Context: an optimization exercise on an open-source flow, tuned for small area. The choices shown serve that exercise and are no tape-out recipe.
Only the layout flow was run in this run; the RTL was not checked for function there.
No activity file was given, so power comes from the tool's default toggle rates.

`design/flow/constraint.sdc`:
```
create_clock -name core_clock -period 20.0 [get_ports {clock}]
set_input_delay 4.0000 -clock core_clock [delete_from_list [all_inputs] [get_ports {clock}]]
set_output_delay 4.0000 -clock core_clock [all_outputs]
set_load 0.01 [all_outputs]
```
`design/flow/design.v`:
```
module Digital_Clock(clock, rst, button1, button2, switches, timeZone, LEDArray, audioOut, dOnesHours, dTensHours, dOnesMins, dTensMins, dMeridiem, dTimeZone);
    input clock;  
    input rst;
    input button1, button2;
	 input [6:0] switches;
	 input [2:0] timeZone;
	 reg [5:0] prevTZ;
	 reg [5:0] valueTZ;
	 reg changeTZ;
	 output reg [9:0] LEDArray;
	 reg audioPlay;
	 output audioOut;
    reg [5:0] seconds;
    reg [5:0] minutes;
    reg [5:0] hours; 
	 reg [5:0] displayHours;
	 reg [5:0] displayMinutes;
	 reg [5:0] displaySeconds;
	 reg reset;
	 reg [5:0] timerSeconds;
	 reg [5:0] timerMinutes;
	 reg [5:0] timerHours;
	 reg [3:0] timerComplete;
	 reg [2:0] timerSet;
	 reg [5:0] alarmSeconds;
	 reg [5:0] alarmMinutes;
	 reg [5:0] alarmHours;
	 reg [3:0] alarmBlinker;
	 reg [2:0] alarmSet;
	 output [6:0] dTensHours; 
    output [6:0] dOnesHours;
	 output [6:0] dTensMins; 
	 output [6:0] dOnesMins; 
	 output [6:0] dMeridiem; 
	 output [6:0] dTimeZone;
	 reg [1:0] meridiem;
	 wire dividedClock;
	 wire secTick;
	 ClockDivider oneSec(clock, rst, dividedClock, secTick);
	 music alarmSound(clock, rst, audioPlay, audioOut);
				always @(*) begin
						casex (timeZone)
							3'b000: valueTZ = 6'b000000;  
							3'b001: valueTZ = 6'b000011;  
							3'b010: valueTZ = 6'b000100;  
							3'b011: valueTZ = 6'b000101;  
							3'b100: valueTZ = 6'b000110;  
							3'b101: valueTZ = 6'b000111;  
							3'b110: valueTZ = 6'b001000;  
							3'b111: valueTZ = 6'b001001;  
							default: valueTZ = 6'b000000;
						endcase
						changeTZ = (valueTZ != prevTZ);
				end
	 always @(*) begin
		if (~button1 && ~button2) begin
		reset = 1'b1;
		end
		else begin
		reset = 1'b0;
		end
	 end
    always @(posedge clock) begin
		if (rst) begin
			LEDArray <= 10'd0; audioPlay <= 1'b0; meridiem <= 2'b00; prevTZ <= 6'd0;
			seconds <= 6'd0; minutes <= 6'd0; hours <= 6'd0;
			displaySeconds = 6'd0; displayMinutes = 6'd0; displayHours = 6'd0;
			timerSeconds <= 6'd0; timerMinutes <= 6'd0; timerHours <= 6'd0;
			timerComplete <= 4'd0; timerSet <= 3'd0;
			alarmSeconds <= 6'd0; alarmMinutes <= 6'd0; alarmHours <= 6'd0;
			alarmBlinker <= 4'd0; alarmSet <= 3'd0;
		end
		else if (secTick) begin
		prevTZ <= valueTZ;
		if(switches[0]) begin
			if (switches[4]) begin
				if((~switches[2]) & (~switches[3])) begin
					if (~button1) begin
						if(seconds >=  6'b111011) begin
						seconds <= 6'b000000;
						end 
						else begin
						seconds <= seconds + 6'b000001;
						end
					end
					else if (~button2) begin
						if(seconds == 6'b000000) begin
						seconds <= 6'b111011;
						end 
						else begin
						seconds <= seconds - 6'b000001;
						end
					end 
					displaySeconds = seconds;
				end
				else if((switches[2]) & (~switches[3])) begin
					if (~button1) begin
						if(timerSeconds >=  6'b111011) begin
						timerSeconds <= 6'b000000;
						end 
						else begin
						timerSeconds <= timerSeconds + 6'b000001;
						end
					end
					else if (~button2) begin
						if(timerSeconds == 6'b000000) begin
						timerSeconds <= 6'b111011;
						end 
						else begin
						timerSeconds <= timerSeconds - 6'b000001;
						end
					end 
					timerSet[0] <= 1'b1;
					displaySeconds = timerSeconds;
				end
				if((~switches[2]) & (switches[3])) begin
					if (~button1) begin
						if(alarmSeconds >=  6'b111011) begin
						alarmSeconds <= 6'b000000;
						end 
						else begin
						alarmSeconds <= alarmSeconds + 6'b000001;
						end
					end
					else if (~button2) begin
						if(alarmSeconds == 6'b000000) begin
						alarmSeconds <= 6'b111011;
						end 
						else begin
						alarmSeconds <= alarmSeconds - 6'b000001;
						end
					end 
					alarmSet[0] <= 1'b1;
					displaySeconds = alarmSeconds;
				end
			end
			if (switches[5]) begin
				if((~switches[2]) & (~switches[3])) begin
					if (~button1) begin
						if(minutes >= 6'b111011) begin
						minutes <= 6'b000000;
						end
						else begin
						minutes <= minutes + 6'b000001;
						end
					end 
					else if (~button2) begin
						if(minutes == 6'b000000) begin
						minutes <= 6'b111011;
						end 
						else begin
						minutes <= minutes - 6'b000001;
						end
					end 
					displayMinutes = minutes;
				end
				else if((switches[2]) & (~switches[3])) begin
					if (~button1) begin
						if(timerMinutes >= 6'b111011) begin
						timerMinutes <= 6'b000000;
						end
						else begin
						timerMinutes <= timerMinutes + 6'b000001;
						end
					end 
					else if (~button2) begin
						if(timerMinutes == 6'b000000) begin
						timerMinutes <= 6'b111011;
						end 
						else begin
						timerMinutes <= timerMinutes - 6'b000001;
						end
					end 
					timerSet[1] <= 1'b1;
					displayMinutes = timerMinutes;
				end
						if((~switches[2]) & (switches[3])) begin
							if (~button1) begin
						if(alarmMinutes >= 6'b111011) begin
						alarmMinutes <= 6'b000000;
						end
						else begin
						alarmMinutes <= alarmMinutes + 6'b000001;
						end
					end 
					else if (~button2) begin
						if(alarmMinutes == 6'b000000) begin
						alarmMinutes <= 6'b111011;
						end 
						else begin
						alarmMinutes <= alarmMinutes - 6'b000001;
						end
					end 
					alarmSet[1] <= 1'b1;
					displayMinutes = alarmMinutes;
				end
			end
			if (switches[6]) begin
				if((~switches[2]) & (~switches[3])) begin
					if (~button1) begin
						if(hours >=  6'b010111) begin
						hours <= 6'b000000;
						end 
						else begin
						hours <= hours + 6'b000001;
						end
					end 
					else if (~button2) begin
						if(hours == 6'b000000) begin
						hours <= 6'b010111;
						end 
						else begin
						hours <= hours - 6'b000001;
						end
					end 
					displayHours = hours;
				end
				if((switches[2]) & (~switches[3])) begin
					if (~button1) begin
						if(timerHours >=  6'b010111) begin
						timerHours <= 6'b000000;
						end 
						else begin
						timerHours <= timerHours + 6'b000001;
						end
					end 
					else if (~button2) begin
						if(timerHours == 6'b000000) begin
						timerHours <= 6'b010111;
						end 
						else begin
						timerHours <= timerHours - 6'b000001;
						end
					end 
					timerSet[2] <= 1'b1;
					displayHours = timerHours;
				end
				if((~switches[2]) & (switches[3])) begin
					if (~button1) begin
						if(alarmHours >=  6'b010111) begin
						alarmHours <= 6'b000000;
						end 
						else begin
						alarmHours <= alarmHours + 6'b000001;
						end
					end 
					else if (~button2) begin
						if(alarmHours == 6'b000000) begin
						alarmHours <= 6'b010111;
						end 
						else begin
						alarmHours <= alarmHours - 6'b000001;
						end
					end 
					alarmSet[2] <= 1'b1;
					displayHours = alarmHours;
				end
			end
		end
		if ((~switches[0]) & (switches[3])) begin
		  if(((alarmSet == 3'b111)) & ((alarmSeconds == seconds) & (alarmMinutes == minutes) & (alarmHours == hours)) | (alarmBlinker != 4'b0000)) begin
						audioPlay <= 1'b1;
				if(secTick) begin
						alarmBlinker <= alarmBlinker + 4'b0001;
							if(~button1 | ~button2) begin
							alarmBlinker <= 4'b1111;
							end
							if(alarmBlinker == 4'b1101) begin
							alarmBlinker <= 4'b0000;
							end
							else if(alarmBlinker == 4'b1111) begin
							alarmBlinker <= 4'b0000;
							audioPlay <= 1'b0;
							end
							else if(alarmBlinker[0] == 1'b1) begin
							LEDArray <= 10'b0000000000;
							end
							else begin
							LEDArray <= 10'b1111111111;
							end
				end
			end
	 end
	if ((~switches[0]) & (switches[2])) begin
	if(timerSet == 3'b111) begin
		if(timerComplete == 4'b0000) begin
		if(secTick) begin
			timerSeconds <= timerSeconds - 6'b000001;
			if(timerSeconds == 6'b000000) begin
				if(timerMinutes > 6'b000000) begin
				timerSeconds <= 6'b111011;
				timerMinutes <= timerMinutes - 6'b000001;
				end
				else begin
					if(timerHours > 6'b000000)begin
						timerMinutes <= 6'b111011;
						timerSeconds <= 6'b111011;
						timerHours <= timerHours - 6'b000001;
					end
					else begin
							timerComplete <= timerComplete + 4'b0001;
					end
				end
			end 
		end
		displaySeconds = timerSeconds;
		displayMinutes = timerMinutes;
		displayHours = timerHours;
	end
		else begin
				audioPlay <= 1'b1;
						if(~button1 | ~button2) begin
							timerComplete <= 4'b1111;
						end
						if(timerComplete == 4'b1101) begin
							timerComplete <= 4'b0000;
							end
						else if(timerComplete == 4'b1111) begin
							timerComplete <= 4'b0000;
							audioPlay <= 1'b0;
							timerSet <= 3'b000;
							end
							else if(timerComplete[0] == 1'b1) begin
							LEDArray <= 10'b0000000000;
							end
							else begin
							LEDArray <= 10'b1111111111;
							end
				displaySeconds = timerSeconds;
				displayMinutes = timerMinutes;
				displayHours = timerHours;
			end
		end 
	 end 
	 if(~switches[0]) begin
        if(reset == 1'b1) begin 
            seconds <= 6'b000000;
            minutes <= 6'b000000;
            hours <= 6'b000000;  
		  end
        else if(secTick) begin 
            seconds <= seconds + 6'b000001;
            if(seconds >= 6'b111011) begin 
                seconds <= 6'b000000;  
                minutes <= minutes + 6'b000001; 
                if(minutes >= 6'b111011) begin 
                    minutes <= 6'b000000;  
                    hours <= hours + 6'b000001; 
                   if(hours >=  6'b011000) begin  
                        hours <= 6'b000000; 
                    end 
                end
            end 
			end
		  if(~switches[2]) begin
		  displayMinutes = minutes;
		  displaySeconds = seconds;
		  displayHours = hours;
			end
		  if(changeTZ) begin
		  displayHours = 6'b000000;
		  end
		  else begin
					if(hours < valueTZ) begin
						displayHours = 6'b011000 - (valueTZ - hours);
						end 
					else begin
						displayHours = hours - valueTZ;
					end
					if(valueTZ == 6'b000011) begin
						if(minutes > 6'b011101) begin
							displayMinutes = minutes - 6'b011110;
							if(displayMinutes == 6'b000000) begin
								displayHours = displayHours + 6'b000001;
							end
						end
						else if (minutes < 6'b011110) begin
						if(displayMinutes == 6'b111011) begin
								displayHours = displayHours + 6'b000001;
							end
						displayMinutes = displayMinutes + 6'b011110;
						end
					displayHours = displayHours - 6'b000001;
					end
					if(displayHours >= 6'b011000) begin
					displayHours = displayHours - 6'b011000;
					end
			  end
			end
	   if (displayHours >= 6'b001100) begin
		meridiem <= 2'b10;
		end
		else begin
		meridiem <= 2'b01;
		end
		end
	end
		meridiemSevenSeg meridiemDisplay(switches[1], displaySeconds, meridiem, dMeridiem);
		timeZoneSevenSeg timeZoneDisplay (switches[1], displaySeconds, timeZone, dTimeZone);
		onesSevenSeg minOnesDisplay(0,displayMinutes, dOnesMins);
		tensSevenSeg minTensDisplay(0,displayMinutes, dTensMins);
		onesSevenSeg hourOnesDisplay(switches[1],displayHours, dOnesHours);
		tensSevenSeg hourTensDisplay(switches[1],displayHours, dTensHours);
endmodule
module onesSevenSeg (choice, x, d);
input choice;
input [5:0] x;
output [6:0] d;
assign d[0] = (((~choice) & ((~x[5] & ~x[4] & ~x[3] & ~x[2] & ~x[1] & x[0]) | (~x[5] & ~x[4] & ~x[3] & x[2] & ~x[1] & ~x[0]) | (~x[5] & ~x[4] & x[3] & ~x[2] & x[1] & x[0]) | (~x[5] & ~x[4] & x[3] & x[2] & x[1] & ~x[0]) | (~x[5] & x[4] & ~x[3] & x[2] & ~x[1] & x[0]) | (~x[5] & x[4] & x[3] & ~x[2] & ~x[1] & ~x[0]) | (~x[5] & x[4] & x[3] & x[2] & x[1] & x[0]) | (x[5] & ~x[4] & ~x[3] & ~x[2] & x[1] & ~x[0]) | (x[5] & ~x[4] & x[3] & ~x[2] & ~x[1] & x[0]) | (x[5] & ~x[4] & x[3] & x[2] & ~x[1] & ~x[0]) | (x[5] & x[4] & ~x[3] & ~x[2] & x[1] & x[0]) | (x[5] & x[4] & ~x[3] & x[2] & x[1] & ~x[0]) | (x[5] & x[4] & x[3] & x[2] & ~x[1] & x[0]))) | ((choice) & ((~x[4] & ~x[3] & ~x[2] & ~x[1] & x[0]) | (~x[4] & ~x[3] & x[2] & ~x[1] & ~x[0]) | (x[3] & ~x[2] & x[1] & x[0]) | (x[3] & x[2] & ~x[1] & x[0]) | (x[4] & ~x[2] & ~x[1] & ~x[0]) | (x[4] & x[2] & x[1] & x[0]) | (x[4] & x[3]) | (x[5]))));
assign d[1] = (((~choice) & ((~x[5] & ~x[4] & ~x[3] & x[2] & ~x[1] & x[0]) | (~x[5] & ~x[4] & ~x[3] & x[2] & x[1] & ~x[0]) | (~x[5] & ~x[4] & x[3] & x[2] & x[1] & x[0]) | (~x[5] & x[4] & ~x[3] & ~x[2] & ~x[1] & ~x[0]) | (~x[5] & x[4] & x[3] & ~x[2] & ~x[1] & x[0]) | (~x[5] & x[4] & x[3] & ~x[2] & x[1] & ~x[0]) | (x[5] & ~x[4] & ~x[3] & ~x[2] & x[1] & x[0]) | (x[5] & ~x[4] & ~x[3] & x[2] & ~x[1] & ~x[0]) | (x[5] & ~x[4] & x[3] & x[2] & ~x[1] & x[0]) | (x[5] & ~x[4] & x[3] & x[2] & x[1] & ~x[0]) | (x[5] & x[4] & ~x[3] & x[2] & x[1] & x[0]) | (x[5] & x[4] & x[3] & ~x[2] & ~x[1] & ~x[0]))) | ((choice) & ((~x[4] & ~x[3] & x[2] & ~x[1] & x[0]) | (~x[4] & ~x[3] & x[2] & x[1] & ~x[0]) | (x[4] & ~x[2] & ~x[1] & x[0]) | (x[4] & ~x[2] & x[1] & ~x[0]) | (x[4] & x[3]) | (x[5]))));
assign d[2] = (((~choice) & ((~x[5] & ~x[4] & ~x[3] & ~x[2] & x[1] & ~x[0]) | (~x[5] & ~x[4] & x[3] & x[2] & ~x[1] & ~x[0]) | (~x[5] & x[4] & ~x[3] & x[2] & x[1] & ~x[0]) | (x[5] & ~x[4] & ~x[3] & ~x[2] & ~x[1] & ~x[0]) | (x[5] & ~x[4] & x[3] & ~x[2] & x[1] & ~x[0]) | (x[5] & x[4] & ~x[3] & x[2] & ~x[1] & ~x[0]) | (x[5] & x[4] & x[3] & x[2] & x[1] & ~x[0]))) | ((choice) & ((~x[4] & ~x[3] & ~x[2] & ~x[0]) | (x[3] & x[2] & ~x[0]) | (x[4] & x[3]) | (x[5]))));
assign d[3] = (((~choice) & ((~x[5] & ~x[4] & ~x[3] & x[2] & ~x[1] & ~x[0]) | (~x[4] & ~x[3] & x[2] & x[1] & x[0]) | (~x[5] & ~x[4] & x[3] & x[2] & x[1] & ~x[0]) | (~x[5] & x[4] & x[3] & ~x[2] & ~x[1] & ~x[0]) | (x[5] & ~x[4] & ~x[3] & ~x[2] & x[1] & ~x[0]) | (x[5] & ~x[4] & ~x[3] & x[2] & x[0]) | (x[5] & ~x[4] & x[3] & x[2] & ~x[1] & ~x[0]) | (x[5] & ~x[4] & x[2] & x[1] & x[0]) | (x[5] & x[4] & ~x[3] & x[2] & x[1] & ~x[0]) | (~x[5] & ~x[4] & ~x[2] & ~x[1] & x[0]) | (~x[5] & ~x[4] & x[3] & ~x[2] & x[0]) | (~x[5] & x[4] & ~x[3] & ~x[1] & x[0]) | (x[4] & ~x[2] & x[1] & x[0]) | (~x[5] & x[4] & x[3] & x[2] & x[0]) | (~x[4] & x[3] & ~x[2] & ~x[1] & x[0]) | (x[4] & ~x[3] & ~x[2] & x[0]) | (x[5] & x[4] & x[3] & ~x[1] & x[0]))) | ((choice) & ((~x[4] & ~x[2] & ~x[1] & x[0]) | (~x[4] & ~x[3] & x[2] & ~x[1] & ~x[0]) | (~x[3] & x[2] & x[1] & x[0]) | (x[3] & ~x[2] & x[0]) | (x[3] & ~x[1] & x[0]) | (x[4] & ~x[2] & ~x[1] & ~x[0]) | (x[4] & x[1] & x[0]) | (x[4] & x[2] & x[0]) | (x[4] & x[3]) | (x[5]))));
assign d[4] = (((~choice) & ((x[0]) | (~x[5] & ~x[4] & ~x[3] & x[2] & ~x[1]) | (~x[5] & ~x[4] & x[3] & x[2] & x[1]) | (~x[5] & x[4] & x[3] & ~x[2] & ~x[1]) | (x[5] & ~x[4] & ~x[3] & ~x[2] & x[1]) | (x[5] & ~x[4] & x[3] & x[2] & ~x[1]) | (x[5] & x[4] & ~x[3] & x[2] & x[1]))) | ((choice) & ((x[0]) | (~x[4] & ~x[3] & x[2] & ~x[1]) | (x[4] & ~x[2] & ~x[1]) | (x[4] & x[3]) | (x[5]))));
assign d[5] = (((~choice) & ((~x[5] & ~x[4] & ~x[3] & ~x[2] & x[1]) | (~x[5] & ~x[4] & x[3] & x[2] & ~x[1]) | (~x[5] & x[4] & ~x[3] & x[2] & x[1]) | (x[5] & ~x[4] & ~x[3] & ~x[2] & ~x[1]) | (x[5] & ~x[4] & x[3] & ~x[2] & x[1]) | (x[5] & x[4] & ~x[3] & ~x[2] & x[1] & x[0]) | (x[5] & x[4] & ~x[3] & x[2] & ~x[1]) | (x[5] & x[4] & x[3] & x[2] & x[1]) | (~x[5] & ~x[4] & ~x[3] & ~x[2] & x[0]) | (~x[5] & ~x[4] & ~x[3] & x[1] & x[0]) | (~x[5] & ~x[4] & ~x[2] & x[1] & x[0]) | (~x[5] & x[4] & ~x[3] & ~x[1] & x[0]) | (~x[5] & x[4] & x[3] & x[1] & x[0]) | (x[5] & ~x[4] & ~x[3] & ~x[1] & x[0]) | (x[5] & ~x[4] & ~x[2] & ~x[1] & x[0]) | (x[5] & ~x[4] & x[3] & x[1] & x[0]) | (x[5] & x[4] & x[3] & ~x[1] & x[0]))) | ((choice) & ((~x[4] & ~x[3] & ~x[2]) | (x[1] & x[0]) | (x[3] & x[2]) | (x[4] & x[3]) | (x[5]))));
assign d[6] = (((~choice) & ((~x[5] & ~x[4] & ~x[3] & ~x[2] & ~x[1]) | (~x[5] & ~x[4] & ~x[3] & x[2] & x[1] & x[0]) | (~x[5] & ~x[4] & x[3] & ~x[2] & x[1]) | (~x[5] & x[4] & ~x[3] & x[2] & ~x[1]) | (~x[5] & x[4] & x[3] & x[2] & x[1]) | (x[5] & ~x[4] & ~x[3] & x[2] & ~x[1] & x[0]) | (x[5] & ~x[4] & x[3] & ~x[2] & ~x[1]) | (x[5] & ~x[4] & x[3] & x[2] & x[1] & x[0]) | (x[5] & x[4] & ~x[3] & ~x[2] & x[1]) | (x[5] & x[4] & x[3] & x[2] & ~x[1]) | (~x[5] & ~x[3] & ~x[2] & ~x[1] & x[0]) | (~x[5] & x[3] & ~x[2] & x[1] & x[0]) | (x[5] & x[3] & ~x[2] & ~x[1] & x[0]))) | ((choice) & ( (~x[4] & ~x[3] & ~x[2] & ~x[1] & x[0]) | (~x[3] & x[2] & x[1] & x[0]) | (x[3] & ~x[2] & x[1]) | (x[3] & x[2] & ~x[1] & x[0]) | (x[4] & x[1] & x[0]) | (x[4] & x[2] & x[1]) | (x[4] & x[3]) | (x[5]))));
endmodule
module tensSevenSeg (choice, x, d);
input choice;
input [5:0] x;
output [6:0] d;
assign d[0] = (((~choice) & ((~x[4] & x[3] & x[1]) | (~x[4] & x[3] & x[2]) | (~x[5] & x[4] & ~x[3] & ~x[2]) | (x[5] & ~x[4] & x[3]) | (x[4] & ~x[3] & ~x[2] & ~x[1]))) | (choice));
assign d[1] = (((~choice) & ((x[5] & x[4] & x[1]) | (x[5] & x[4] & x[2]) | (x[5] & x[4] & x[3]))) | ((choice) & ((x[3] & ~x[2] & ~x[1]) | (x[5]) | (~x[1] & x[0]) | (~x[4] & ~x[3] & x[1]) | (~x[4] & ~x[3] & x[2]) | (x[3] & x[2] & x[1]) | (x[4] & ~x[2]) | (x[4] & ~x[1]))));
assign d[2] = (((~choice) & ((~x[5] & x[4] & ~x[3] & x[2]) | (~x[5] & x[4] & x[3] & ~x[2]) | (~x[5] & x[4] & x[2] & ~x[1]))) | ((choice) & ((x[3] & ~x[2] & ~x[1]) | (x[5]) | (~x[1] & x[0]) | (~x[4] & ~x[3] & x[1]) | (~x[4] & ~x[3] & x[2]) | (x[3] & x[2] & x[1]) | (x[4] & ~x[2]) | (x[4] & ~x[1]))));
assign d[3] = (((~choice) & ((~x[4] & x[3] & x[1]) | (~x[4] & x[3] & x[2]) | (~x[5] & x[4] & ~x[3] & ~x[2]) | (x[5] & ~x[4] & x[3]) | (x[4] & ~x[3] & ~x[2] & ~x[1]))) | (choice));
assign d[4] = (((~choice) & ((~x[4] & x[3] & x[1]) | (~x[4] & x[3] & x[2]) | (x[4] & ~x[3] & ~x[2]) | (~x[5] & x[3] & x[2] & x[1]) | (x[5] & ~x[3]) | (x[5] & ~x[2]))) | (choice));
assign d[5] = (((~choice) & ((~x[5] & x[3] & x[1]) | (~x[5] & x[3] & x[2]) | (~x[5] & x[4]) | (x[5] & ~x[4] & ~x[3]))) | (choice));
assign d[6] = (((~choice) & ((~x[5] & ~x[4]) | (~x[5] & ~x[3] & ~x[2]))) | (choice));
endmodule
module meridiemSevenSeg (choice, x, xx, d);
input choice;
input [5:0] x;
input [1:0] xx;
output [6:0] d;
assign d[0] = (((choice) & ((~xx[1] & ~xx[0])|(xx[1] & xx[0]))) | ((~choice) & ((~x[4] & x[3] & x[1]) | (~x[4] & x[3] & x[2]) | (~x[5] & x[4] & ~x[3] & ~x[2]) | (x[5] & ~x[4] & x[3]) | (x[4] & ~x[3] & ~x[2] & ~x[1]))));
assign d[1] = (((choice) & ((~xx[1] & ~xx[0])|(xx[1] & xx[0]))) | ((~choice) & ((x[5] & x[4] & x[1]) | (x[5] & x[4] & x[2]) | (x[5] & x[4] & x[3]))));
assign d[2] = (((choice) & ((~xx[0])|(xx[1] & xx[0]))) | ((~choice) & ((~x[5] & x[4] & ~x[3] & x[2]) | (~x[5] & x[4] & x[3] & ~x[2]) | (~x[5] & x[4] & x[2] & ~x[1]))));
assign d[3] = (((choice) & 1) | ((~choice) & ((~x[4] & x[3] & x[1]) | (~x[4] & x[3] & x[2]) | (~x[5] & x[4] & ~x[3] & ~x[2]) | (x[5] & ~x[4] & x[3]) | (x[4] & ~x[3] & ~x[2] & ~x[1]))));
assign d[4] = (((choice) & ((~xx[1] & ~xx[0])|(xx[1] & xx[0]))) | ((~choice) & ((~x[4] & x[3] & x[1]) | (~x[4] & x[3] & x[2]) | (x[4] & ~x[3] & ~x[2]) | (~x[5] & x[3] & x[2] & x[1]) | (x[5] & ~x[3]) | (x[5] & ~x[2]))));
assign d[5] = (((choice) & ((~xx[1] & ~xx[0])|(xx[1] & xx[0]))) | ((~choice) & ((~x[5] & x[3] & x[1]) | (~x[5] & x[3] & x[2]) | (~x[5] & x[4]) | (x[5] & ~x[4] & ~x[3]))));
assign d[6] = (((choice) & ((~xx[1] & ~xx[0])|(xx[1] & xx[0]))) | ((~choice) & ((~x[5] & ~x[4]) | (~x[5] & ~x[3] & ~x[2]))));
endmodule
module timeZoneSevenSeg (choice, x, xx, d);
input choice;
input [5:0] x; 
input [2:0] xx;
output [6:0] d;
assign d[0] = (((choice) & ((~xx[2] & ~xx[1] & ~xx[0]) | (xx[2] & xx[1] & xx[0]))) | ((~choice) & ((~x[5] & ~x[4] & ~x[3] & ~x[2] & ~x[1] & x[0]) | (~x[5] & ~x[4] & ~x[3] & x[2] & ~x[1] & ~x[0]) | (~x[5] & ~x[4] & x[3] & ~x[2] & x[1] & x[0]) | (~x[5] & ~x[4] & x[3] & x[2] & x[1] & ~x[0]) | (~x[5] & x[4] & ~x[3] & x[2] & ~x[1] & x[0]) | (~x[5] & x[4] & x[3] & ~x[2] & ~x[1] & ~x[0]) | (~x[5] & x[4] & x[3] & x[2] & x[1] & x[0]) | (x[5] & ~x[4] & ~x[3] & ~x[2] & x[1] & ~x[0]) | (x[5] & ~x[4] & x[3] & ~x[2] & ~x[1] & x[0]) | (x[5] & ~x[4] & x[3] & x[2] & ~x[1] & ~x[0]) | (x[5] & x[4] & ~x[3] & ~x[2] & x[1] & x[0]) | (x[5] & x[4] & ~x[3] & x[2] & x[1] & ~x[0]) | (x[5] & x[4] & x[3] & x[2] & ~x[1] & x[0])))  );
assign d[1] = (((choice) & ((~xx[2] & xx[1] & xx[0]) | (xx[2] & ~xx[1])))  | ( (~choice) & ((~x[5] & ~x[4] & ~x[3] & x[2] & ~x[1] & x[0]) | (~x[5] & ~x[4] & ~x[3] & x[2] & x[1] & ~x[0]) | (~x[5] & ~x[4] & x[3] & x[2] & x[1] & x[0]) | (~x[5] & x[4] & ~x[3] & ~x[2] & ~x[1] & ~x[0]) | (~x[5] & x[4] & x[3] & ~x[2] & ~x[1] & x[0]) | (~x[5] & x[4] & x[3] & ~x[2] & x[1] & ~x[0]) | (x[5] & ~x[4] & ~x[3] & ~x[2] & x[1] & x[0]) | (x[5] & ~x[4] & ~x[3] & x[2] & ~x[1] & ~x[0]) | (x[5] & ~x[4] & x[3] & x[2] & ~x[1] & x[0]) | (x[5] & ~x[4] & x[3] & x[2] & x[1] & ~x[0]) | (x[5] & x[4] & ~x[3] & x[2] & x[1] & x[0]) | (x[5] & x[4] & x[3] & ~x[2] & ~x[1] & ~x[0])) )  );
assign d[2] = (((choice) & ((~xx[2] & xx[1] & xx[0]) | (xx[2] & ~xx[0])))  | ( (~choice) & ((~x[5] & ~x[4] & ~x[3] & ~x[2] & x[1] & ~x[0]) | (~x[5] & ~x[4] & x[3] & x[2] & ~x[1] & ~x[0]) | (~x[5] & x[4] & ~x[3] & x[2] & x[1] & ~x[0]) | (x[5] & ~x[4] & ~x[3] & ~x[2] & ~x[1] & ~x[0]) | (x[5] & ~x[4] & x[3] & ~x[2] & x[1] & ~x[0]) | (x[5] & x[4] & ~x[3] & x[2] & ~x[1] & ~x[0]) | (x[5] & x[4] & x[3] & x[2] & x[1] & ~x[0])) )  );
assign d[3] = (((choice) & ((~xx[2] & ~xx[1] & xx[0]) | (xx[1] & ~xx[0]))) |  ( (~choice) & ((~x[5] & ~x[4] & ~x[3] & x[2] & ~x[1] & ~x[0]) | (~x[4] & ~x[3] & x[2] & x[1] & x[0]) | (~x[5] & ~x[4] & x[3] & x[2] & x[1] & ~x[0]) | (~x[5] & x[4] & x[3] & ~x[2] & ~x[1] & ~x[0]) | (x[5] & ~x[4] & ~x[3] & ~x[2] & x[1] & ~x[0]) | (x[5] & ~x[4] & ~x[3] & x[2] & x[0]) | (x[5] & ~x[4] & x[3] & x[2] & ~x[1] & ~x[0]) | (x[5] & ~x[4] & x[2] & x[1] & x[0]) | (x[5] & x[4] & ~x[3] & x[2] & x[1] & ~x[0]) | (~x[5] & ~x[4] & ~x[2] & ~x[1] & x[0]) | (~x[5] & ~x[4] & x[3] & ~x[2] & x[0]) | (~x[5] & x[4] & ~x[3] & ~x[1] & x[0]) | (x[4] & ~x[2] & x[1] & x[0]) | (~x[5] & x[4] & x[3] & x[2] & x[0]) | (~x[4] & x[3] & ~x[2] & ~x[1] & x[0]) | (x[4] & ~x[3] & ~x[2] & x[0]) | (x[5] & x[4] & x[3] & ~x[1] & x[0])) )  );
assign d[4] = (((choice) & (xx[2] & xx[0])) |  ( (~choice) & ((x[0]) | (~x[5] & ~x[4] & ~x[3] & x[2] & ~x[1]) | (~x[5] & ~x[4] & x[3] & x[2] & x[1]) | (~x[5] & x[4] & x[3] & ~x[2] & ~x[1]) | (x[5] & ~x[4] & ~x[3] & ~x[2] & x[1]) | (x[5] & ~x[4] & x[3] & x[2] & ~x[1]) | (x[5] & x[4] & ~x[3] & x[2] & x[1])) )  );
assign d[5] = (((choice) & 0))  | ( (~choice) & ((~x[5] & ~x[4] & ~x[3] & ~x[2] & x[1]) | (~x[5] & ~x[4] & x[3] & x[2] & ~x[1]) | (~x[5] & x[4] & ~x[3] & x[2] & x[1]) | (x[5] & ~x[4] & ~x[3] & ~x[2] & ~x[1]) | (x[5] & ~x[4] & x[3] & ~x[2] & x[1]) | (x[5] & x[4] & ~x[3] & ~x[2] & x[1] & x[0]) | (x[5] & x[4] & ~x[3] & x[2] & ~x[1]) | (x[5] & x[4] & x[3] & x[2] & x[1]) | (~x[5] & ~x[4] & ~x[3] & ~x[2] & x[0]) | (~x[5] & ~x[4] & ~x[3] & x[1] & x[0]) | (~x[5] & ~x[4] & ~x[2] & x[1] & x[0]) | (~x[5] & x[4] & ~x[3] & ~x[1] & x[0]) | (~x[5] & x[4] & x[3] & x[1] & x[0]) | (x[5] & ~x[4] & ~x[3] & ~x[1] & x[0]) | (x[5] & ~x[4] & ~x[2] & ~x[1] & x[0]) | (x[5] & ~x[4] & x[3] & x[1] & x[0]) | (x[5] & x[4] & x[3] & ~x[1] & x[0])) )  ;
assign d[6] = (((choice) & ((~xx[2] & ~xx[1]) | (~xx[1] & ~xx[0]))) |  ( (~choice) & ((~x[5] & ~x[4] & ~x[3] & ~x[2] & ~x[1]) | (~x[5] & ~x[4] & ~x[3] & x[2] & x[1] & x[0]) | (~x[5] & ~x[4] & x[3] & ~x[2] & x[1]) | (~x[5] & x[4] & ~x[3] & x[2] & ~x[1]) | (~x[5] & x[4] & x[3] & x[2] & x[1]) | (x[5] & ~x[4] & ~x[3] & x[2] & ~x[1] & x[0]) | (x[5] & ~x[4] & x[3] & ~x[2] & ~x[1]) | (x[5] & ~x[4] & x[3] & x[2] & x[1] & x[0]) | (x[5] & x[4] & ~x[3] & ~x[2] & x[1]) | (x[5] & x[4] & x[3] & x[2] & ~x[1]) | (~x[5] & ~x[3] & ~x[2] & ~x[1] & x[0]) | (~x[5] & x[3] & ~x[2] & x[1] & x[0]) | (x[5] & x[3] & ~x[2] & ~x[1] & x[0])) )  );
endmodule
module ClockDivider(cin,rst,cout,tick);
input cin;
input rst;
output reg cout;
output tick;
parameter D = 30;
reg[4:0] count; 
assign tick = (count >= (D-1)) & ~cout;
always @(posedge cin)
begin
   if (rst) begin
      count <= 5'd0;
      cout <= 1'b0;
   end
   else begin
      count <= count + 5'd1;
      if (count >= (D-1)) begin
         cout <= ~cout;
         count <= 5'd0;
      end
   end
end
endmodule
module music(clk, rst, play, speaker);
input clk;
input rst;
input play;
output reg speaker;
parameter clkdivider = 10;
reg [7:0] tone;
reg [3:0] counter;
always @(posedge clk) begin
	if (rst) begin
		tone <= 8'd0;
		counter <= 4'd0;
		speaker <= 1'b0;
	end
	else if(play) begin
		tone <= tone+1;
		if(counter==0) counter <= (tone[7] ? clkdivider-1 : clkdivider/2-1); else counter <= counter-1;
		if(counter==0) speaker <= ~speaker;
	end
end
endmodule
```
`design/flow/run.sh`:
```
#!/bin/bash
# synth_recipe.tcl (not shown) runs the flow's synth.tcl, then flattens the netlist and writes it again
# the make line also repeats each setting of config.mk as NAME=value (left out here)
make -C /OpenROAD-flow-scripts/flow DESIGN_CONFIG=/design/flow/config.mk WORK_HOME=/design/flow/orfs CLKGATE_MAP_FILE= SYNTH_SCRIPT=/design/flow/synth_recipe.tcl finish
```
`design/flow/config.mk`:
```
export PLATFORM = sky130hd
export DESIGN_NAME = Digital_Clock
export DESIGN_NICKNAME = Digital_Clock
export VERILOG_FILES = /design/flow/design.v
export SDC_FILE = /design/flow/constraint.sdc
export NUM_CORES = 4
export LEC_CHECK = 0
export CAP_MARGIN = 20
export CORE_MARGIN = 2
export CORE_UTILIZATION = 40
export SLEW_MARGIN = 20
```
==> results.txt <==
[final timing paths]
| check | start | endpoint | depth (start not counted) |
|---|---|---|---|
| worst max-delay path | switches[1] | dOnesHours[4] | 9 |
| worst min-delay path | alarmSet[2] | alarmSet[2] | 2 |
| worst max register to register | minutes[1] | meridiem[0] | 20 |
| worst min register to register | alarmSet[2] | alarmSet[2] | 2 |
[synthesized netlist by cell type (all sizes together), types with 7 or more instances]
cell      n
o21ai   165
a21o      8
xor2     41
nand2   198
nor4     12
a311oi   18
o22ai    30
a21oi   176
mux2i    21
a211oi   52
clkbuf  133
nor2    216
and3     11
a31oi    31
buf      34
o21a     13
nor3     62
nand2b   20
or3      16
or2      11
a32oi    10
inv      69
dfxtp   122
a221oi   11
nand3    78
and2     10
xnor2    28
nor3b    10
mux4     12
o221ai    7
nor2b    28
nand3b    7
ha       56
nand4    18
a211o     7
a22oi    16
o211ai   13
o31ai    15
[cells by family after synthesis]
kind of cell	share of synthesized area, %
and+or+nand+nor	26.29
AOI/OAI and AO/OA	31.62
DFF	19.41
muxes	4.235
adders and majority gates	5.885
xor gates and xnor gates	5.100
buffers and inverters	7.466
[critical path: stages]
cell	delay [ps]
sky130_fd_sc_hd__clkdlybuf4s50_1	460
sky130_fd_sc_hd__buf_4	280
sky130_fd_sc_hd__inv_1	240
sky130_fd_sc_hd__nand3_1	130
sky130_fd_sc_hd__o21ai_0	80
sky130_fd_sc_hd__a22oi_1	150
sky130_fd_sc_hd__a21oi_1	90
sky130_fd_sc_hd__a211o_1	270
sky130_fd_sc_hd__clkdlybuf4s50_1	480
[metrics by stage]
step | cell area, um^2 | cells | hold WS, ps | setup slack (ps) | total power, mW
CTS | 13800 | 2206 | 451.3 | 9806 | 0.6538
finish | 13800 | 2206 | 449.6 | 9811 | 0.6495
global placement | 13190 | 2174 | 438.1 | 9797 | 0.3260
detailed placement | 13190 | 2174 | 442.7 | 9829 | 0.3271
global route | 13800 | 2206 | 491.0 | 9677 | 0.6737
floorplan | 12590 | 1861 | 425.9 | 11070 | 0.3060
[power by group]
group | internal (mW) | leakage (nW) | switching [mW]
clock network | 0.188 | 0.288 | 0.139
registers | 0.243 | 0.983 | 0.000532
logic | 0.0290 | 3.71 | 0.0495
total | 0.461 | 4.98 | 0.189
[layout make-up]
class / count / area share (%)
Multi-Input combinational cell: 1502 / 66.75
Sequential cell: 122 / 17.70
Timing Repair Buffer: 84 / 5.641
Tap cell: 396 / 3.591
Clock buffer: 17 / 3.083
Inverter: 70 / 1.904
Clock inverter: 15 / 1.324
[layer usage]
layer	up-vias	GRT usage, %
li1	6650	-
met5	-	0
met3	63	3.289
met1	6402	30.49
met4	0	8.585
met2	464	37.50
[cell usage in the layout (no fill, tap or decap), types with 11 or more instances in the layout]
| cell | n |
|---|---|
| sky130_fd_sc_hd__a211oi_1 | 51 |
| sky130_fd_sc_hd__a21oi_1 | 176 |
| sky130_fd_sc_hd__o21a_1 | 13 |
| sky130_fd_sc_hd__clkbuf_16 | 17 |
| sky130_fd_sc_hd__or2_2 | 11 |
| sky130_fd_sc_hd__nand2b_1 | 20 |
| sky130_fd_sc_hd__nor2b_1 | 28 |
| sky130_fd_sc_hd__inv_1 | 68 |
| sky130_fd_sc_hd__a31oi_1 | 28 |
| sky130_fd_sc_hd__o22ai_1 | 30 |
| sky130_fd_sc_hd__xor2_1 | 40 |
| sky130_fd_sc_hd__nand2_1 | 198 |
| sky130_fd_sc_hd__mux4_2 | 12 |
| sky130_fd_sc_hd__buf_4 | 19 |
| sky130_fd_sc_hd__nand3_1 | 78 |
| sky130_fd_sc_hd__o211ai_1 | 13 |
| sky130_fd_sc_hd__a22oi_1 | 15 |
| sky130_fd_sc_hd__o21ai_0 | 164 |
| sky130_fd_sc_hd__or3_1 | 15 |
| sky130_fd_sc_hd__nor3_1 | 61 |
| sky130_fd_sc_hd__mux2i_1 | 20 |
| sky130_fd_sc_hd__clkdlybuf4s50_1 | 62 |
| sky130_fd_sc_hd__o31ai_1 | 14 |
| sky130_fd_sc_hd__and3_1 | 11 |
| sky130_fd_sc_hd__xnor2_1 | 27 |
| sky130_fd_sc_hd__nor2_1 | 216 |
| sky130_fd_sc_hd__nand4_1 | 17 |
| sky130_fd_sc_hd__a311oi_1 | 17 |
| sky130_fd_sc_hd__nor4_1 | 12 |
| sky130_fd_sc_hd__ha_1 | 56 |
| sky130_fd_sc_hd__dfxtp_1 | 122 |
==> results_tabular.tex <==
\begin{tabular}{lr}
\hline
Metric & Value \\
\hline
\multicolumn{2}{l}{\textbf{STA}} \\
Slew Limit Headroom & 28.27\% \\
Transition time at the pin with the least slew margin & 1046 ps \\
Maximum clock rate & 98.15 MHz \\
Worst clock skew & 16.68 ps \\
Final setup TNS & 0 ps \\
Setup repair after global routing missed its margin & false \\
Number of hold violations in the final report & 0 \\
Count of final max-slew check failures & 0 \\
Final clock period utilization by the worst path & 50.94\% \\
Final number of setup-violating endpoints & 0 \\
Minimum clock period after layout & between 10000 and 15000 ps \\
\multicolumn{2}{l}{\textbf{Layout}} \\
Post-route core utilization & between 40 and 50\% \\
Number of antenna cells inserted & 0 \\
Biggest register & LEDArray \\
Largest registers & LEDArray: 10 flops, alarmSound.tone: 8 flops \\
Max FFs per register & 10 \\
Area grow syn2layout & 9.623\% \\
Multi-input gate area & 9210 um\^{}2 \\
FF/Latch Area & 2442 um\^{}2 \\
Number of nets in the finished design & 1869 \\
Fraction of final layout cells sized beyond drive strength 1 & 5.691\% \\
Fill cell total of the finished layout & around 3200 \\
\multicolumn{2}{l}{\textbf{CTS}} \\
CTS tree & yes \\
CTS hold repair buffers & 0 \\
Clk\_lat worst skew & 440 ps \\
Number of buffers between clock root and the deepest sink & 2 \\
\# resized after CTS & 0 \\
Clock buffer count from CTS & 17 \\
Number of clock sinks & between 100 and 150 \\
CTS clk-pin slew, worst paths & 60 ps \\
Number of levels in the clock H-tree & 4 \\
Root buffer cell & sky130\_fd\_sc\_hd\_\_clkbuf\_16 \\
Post-CTS setup buffer count & 0 \\
\multicolumn{2}{l}{\textbf{Pwr}} \\
Power Dens Cells & 47.08 nW/um\^{}2 \\
Maximum vdd ir drop & 0.00003590 V \\
Pleak & 4.979 nW \\
\multicolumn{2}{l}{\textbf{Critical path}} \\
Crit Path Category & input pin to output pin \\
Endpoint arrival time on the critical path & slightly above 6000 ps \\
Worst Path Max Fanout & 29 \\
Worst reg2reg setup slack & 14800 ps \\
Nature of the critical path endpoint & output pin \\
Kind of launch point of the worst setup path & input pin \\
Required time at the worst-slack endpoint & 16000 ps \\
\multicolumn{2}{l}{\textbf{Synth}} \\
Distinct cell type count of the synthesized netlist & 87 \\
Top cell type's share of synthesized area & 19.41\% \\
Number of instances in the synthesized netlist & 1861 \\
Synthesis Warnings & 5 \\
Cell types with the largest area share after synthesis & sky130\_fd\_sc\_hd\_\_dfxtp\_1 19\%, sky130\_fd\_sc\_hd\_\_a21oi\_1 7.0\%, sky130\_fd\_sc\_hd\_\_o21ai\_0 6.5\% \\
Post-synth top flop & sky130\_fd\_sc\_hd\_\_dfxtp\_1 \\
Number of storage elements in the synthesis netlist & around 120 \\
Mean instance size in the synthesized netlist & $\sim$6.8 um\^{}2 \\
Sequential cell area fraction in the yosys report & 19.41\% \\
Cell taking the most area after synthesis & sky130\_fd\_sc\_hd\_\_dfxtp\_1 \\
Cell Area, Synth & 12590 um\^{}2 \\
Number of synthesized flops with an enable pin & 0 \\
Synth Net Count & 1933 \\
Async set-or-reset flop fraction in the synthesized netlist & 0\% \\
\multicolumn{2}{l}{\textbf{Detailed routing}} \\
Routed Wire Length & 38.25 mm \\
Via count of the routed design & $\sim$14000 \\
Via count normalized by instance count & around 6.2 \\
Number of DRC violations after detailed-routing iteration 0 & 1326 \\
Iteration count of the initial detailed-routing pass & 6 \\
Wire per inst & 17.34 um \\
Uppermost layer routed & met4 \\
Met2 layer wire length in the routed design & between 15 and 20 mm \\
Antenna Nets Post-Route & 0 \\
Metal1 wirelength & 17.47 mm \\
Met3 routed wirelength & about 2.3 mm \\
DRC violations left & 0 \\
\multicolumn{2}{l}{\textbf{Global routing}} \\
Number of antenna violations at the first check in global routing & 0 \\
Global-route wire length before repair & 62.60 mm \\
Pin count of the biggest net entering global routing & 68 \\
Vias in the first global route & approximately 12000 \\
GRT overflow & 0 \\
Gr usage total & 22.87\% \\
\multicolumn{2}{l}{\textbf{Job}} \\
Total of max-cap violations & 0 \\
\multicolumn{2}{l}{\textbf{Floorplan}} \\
Initial core utilization & about 41\% \\
Number of top-level design ports & 67 \\
Count of standard-cell rows & 64 \\
Floorplan Core Area & 30750 um\^{}2 \\
Chip Height & 181.4 um \\
Area enclosed by the die boundary & 32900 um\^{}2 \\
Die Span X & 181.4 um \\
\multicolumn{2}{l}{\textbf{Place}} \\
Count of buffers inserted at the top-level ports & 66 \\
Placer's final routability congestion estimate & 0.9179 \\
Estimated wirelength of the detail-placed design & about 26 mm \\
\multicolumn{2}{l}{\textbf{Worst hold path}} \\
Class of the worst hold path & register to register \\
\multicolumn{2}{l}{\textbf{Status}} \\
Run status & finished clean \\
\hline
\end{tabular}

## port drivers added, routing unchanged
The results above use ideal ports. As a check the final layout listed here was re-extracted and re-timed, cells and wires unchanged.
Step 1 sets driving cells, clkbuf_16 on the clock port and buf_2 on the other inputs (assumed; they add their load-dependent delay and slew).
Step 2 times the ports against the registers' clock, not the clock port: input delays grow and output delays shrink by t, the midpoint of the rising clock arrivals with the driver on.
Three values: ideal ports, drivers, drivers and shift; two values: the first two.
t (ns): 0.486
slack for setup (ns): 9.811 / 9.784 / 9.784
slew at the worst register clock pin (ns): 0.07 / 0.07
worst data-port slew with drivers (ns): 0.05
After both steps this run still meets setup and hold. For this run, drivers alone change the setup slack by -0.027 ns; drivers and shift together by -0.027 ns.
